What follows belongs to an exercise in optimizing a design on an open flow for small area; a production flow would make more cautious choices.
The RTL was checked by simulation tests, not by an equivalence proof against the original design.

==> inputs of branch garnet <==
// basemul
module basemul(
  input clk,
  input set,
  input wire signed [15:0] a1,
  input wire signed [15:0] a0,
  input wire signed [15:0] b1,
  input wire signed [15:0] b0,
  input wire signed [15:0] zeta,
  output wire signed [15:0] t1,
  output wire signed [15:0] t0
);
  reg a1_0_s1;
  reg a0_0_s1;
  reg b1_0_s1;
  reg b1_1_s1;
  reg b1_1_s2;
  reg b1_2_s1;
  reg b1_3_s1;
  reg b1_3_s2;
  reg b1_4_s1;
  reg b1_5_s1;
  reg b1_5_s2;
  reg b1_6_s1;
  reg b1_7_s1;
  reg b1_7_s2;
  reg b1_8_s1;
  reg b1_9_s1;
  reg b1_9_s2;
  reg b1_10_s1;
  reg b1_11_s1;
  reg b1_11_s2;
  reg b1_12_s1;
  reg b1_13_s1;
  reg b1_13_s2;
  reg b1_14_s1;
  reg b1_15_s1;
  reg b1_15_s2;
  reg b0_0_s1;
  reg b0_1_s1;
  reg b0_2_s1;
  reg b0_3_s1;
  reg b0_4_s1;
  reg b0_5_s1;
  reg b0_6_s1;
  reg b0_7_s1;
  reg b0_8_s1;
  reg b0_9_s1;
  reg b0_10_s1;
  reg b0_11_s1;
  reg b0_12_s1;
  reg b0_13_s1;
  reg b0_14_s1;
  reg b0_15_s1;
  reg zeta_0_s1;
  reg zeta_1_s1;
  reg zeta_2_s1;
  reg zeta_3_s1;
  reg zeta_4_s1;
  reg zeta_5_s1;
  reg zeta_6_s1;
  reg zeta_7_s1;
  reg zeta_8_s1;
  reg zeta_9_s1;
  ...
clock: 9.0 ns
lec_check: 0
cap_margin: 20
core_margin: 2
core_utilization: 40
cts_cluster_diameter: 100
cts_cluster_size: 30
slew_margin: 20
synth_hierarchical: 1
synth_minimum_keep_size: 0
run.sh (not shown) runs the stock make flow with config.mk's settings and CLKGATE_MAP_FILE= SYNTH_SCRIPT=/design/flow/synth_recipe.tcl, a recipe that flattens the netlist after the stock synthesis.
==> branch quartz (differences from branch garnet) <==
==> flow/flow/run.sh (new file) <==
#!/bin/bash
# Own flow: the standard layout (standard synthesis unchanged), except that
# the input/output port buffers are the smallest buffer cell instead of the default,
# and after global routing cells on paths with positive slack are downsized (RECOVER_POWER).
set -euo pipefail
export BUFFER_PORTS_ARGS="-buffer_cell sky130_fd_sc_hd__buf_1"
export RECOVER_POWER=100
bash standard.sh finish > standard_flow.log 2>&1
==> flow/standard.sh (new file) <==
#!/bin/bash
# synth_recipe.tcl (not shown) runs the flow's synth.tcl, then flattens the netlist and writes it again
# the make line also repeats each setting of config.mk as NAME=value (left out here)
make -C /OpenROAD-flow-scripts/flow DESIGN_CONFIG=/design/flow/config.mk WORK_HOME=/design/flow/orfs CLKGATE_MAP_FILE= SYNTH_SCRIPT=/design/flow/synth_recipe.tcl "${@:-finish}"
- CORE_UTILIZATION: 40 -> 85
removed: flow/run.sh
==> branch sierra (differences from branch garnet) <==
- CAP_MARGIN: 20 -> 0
- SLEW_MARGIN: 20 -> 0
==> branch indigo (differences from branch garnet) <==
==> flow/flow/run.sh (new file) <==
#!/bin/bash
# Own flow: the standard layout (standard synthesis unchanged), except that
# the input/output port buffers are the smallest buffer cell instead of the default,
# and after global routing cells on paths with positive slack are downsized (RECOVER_POWER).
set -euo pipefail
export BUFFER_PORTS_ARGS="-buffer_cell sky130_fd_sc_hd__buf_1"
export RECOVER_POWER=100
bash standard.sh finish > standard_flow.log 2>&1
==> flow/standard.sh (new file) <==
#!/bin/bash
# synth_recipe.tcl (not shown) runs the flow's synth.tcl, then flattens the netlist and writes it again
# the make line also repeats each setting of config.mk as NAME=value (left out here)
make -C /OpenROAD-flow-scripts/flow DESIGN_CONFIG=/design/flow/config.mk WORK_HOME=/design/flow/orfs CLKGATE_MAP_FILE= SYNTH_SCRIPT=/design/flow/synth_recipe.tcl "${@:-finish}"
- CORE_UTILIZATION: 40 -> 65
removed: flow/run.sh
==> notes <==
- Non-clock buffer count is the same in branch sierra and branch garnet.
- In branch garnet the sequential share of layout area is lower than in branch indigo, by 0.62 points.
- Against branch indigo, the final cell count of branch garnet is higher by about 12%.
- Count of clock-buffer cells in the layout is the same in branch sierra and branch garnet.
- In via count, branch sierra and branch garnet do not differ.
- Utilization: branch sierra is lower than branch indigo (26 points).
- Branch garnet went through all stages and came out clean. Branch sierra completed without violations. Branch quartz did not get past global routing (5_1_grt) (GRT-0116). Branch indigo completed with no timing, DRC or antenna violations.
- In sequential cell count, branch sierra and branch indigo do not differ.
==> figures <==
metric                                                  branch sierra     branch indigo             branch quartz     branch garnet
Outcome                              no timing/DRC/antenna violations  no timing/DRC/antenna violations            did not finish  no timing/DRC/antenna violations
Last stage reached                                                  -                 -  global routing (5_1_grt)                 -
Hold worst-path end                                  n2371_s5$_DFF_P_  n3937_s5$_DFF_P_                         -  n2371_s5$_DFF_P_
Origin of the worst min-delay path                   n2371_s4$_DFF_P_  n3937_s4$_DFF_P_                         -  n2371_s4$_DFF_P_
Multi-input gate share of the layout cell area                 0.6955            0.7256                         -            0.6955
Fin area                                                  0.04424 mm2       0.04243 mm2                         -       0.04424 mm2
Cell area after placement                                 0.04325 mm2       0.04169 mm2               0.04134 mm2       0.04325 mm2
Fraction of layout cells with a size suffix above 1           0.08183           0.07048                         -           0.08183
Critical Path Most Common Cell                                   fa_1              fa_1                         -              fa_1
Final hold slack                                            0.3200 ns         0.3330 ns                         -         0.3200 ns
Pre-CTS setup slack                                        0.02238 ns        0.04270 ns                -0.1554 ns        0.02238 ns
DIE AREA                                                  0.09993 mm2       0.06192 mm2                         -       0.09993 mm2
Total length of routed met3 wires                             8551 um         10,190 um                         -           8551 um
Highest routed layer                                             met5              met5                         -              met5
Number of cells on the worst hold path                              0                 0                         -                 0
R2R Path End                                         n2277_s2$_DFF_P_  n3720_s3$_DFF_P_                         -  n2277_s2$_DFF_P_
End-of-flow core utilization                                   0.4581            0.7176                         -            0.4581
Final number of setup-violating endpoints                           0                 0                         -                 0
CTS tree                                                         done              done                         -              done
Setup Total Neg Slack                                            0 ns              0 ns                         -              0 ns
Worst setup path startpoint                           b0_5_s1$_DFF_P_   n635_s2$_DFF_P_                         -   b0_5_s1$_DFF_P_
DRC violations left                                                 0                 0                         -                 0

## separate check: timing with driven ports
Ports are ideal in the flow. The routed layouts listed here were re-timed in OpenROAD.
Step 1 (the two cells are an assumption about what drives the block):
set clk [get_ports {clk}]
set_driving_cell -lib_cell sky130_fd_sc_hd__clkbuf_16 $clk
set_driving_cell -lib_cell sky130_fd_sc_hd__buf_2 [delete_from_list [all_inputs] $clk]
Step 2 times the ports against the registers' clock, not the clock port: input delays grow and output delays shrink by t, the midpoint of the rising clock arrivals with the driver on.
Slacks: ideal / step 1 / step 2; pairs: ideal / step 1.
| run | t (ns) | setup slack, ns | worst setup path after step 2 | worst data-port slew with drivers (ns) |
|---|---|---|---|---|
| branch garnet | 0.655 | 0.244 / 0.244 / 0.244 | register to register | 0.15 |
| branch sierra | 0.655 | 0.244 / 0.244 / 0.244 | register to register | 0.15 |
| branch indigo | 0.646 | 0.264 / 0.264 / 0.264 | register to register | 0.04 |
After both steps every run listed still meets setup and hold.
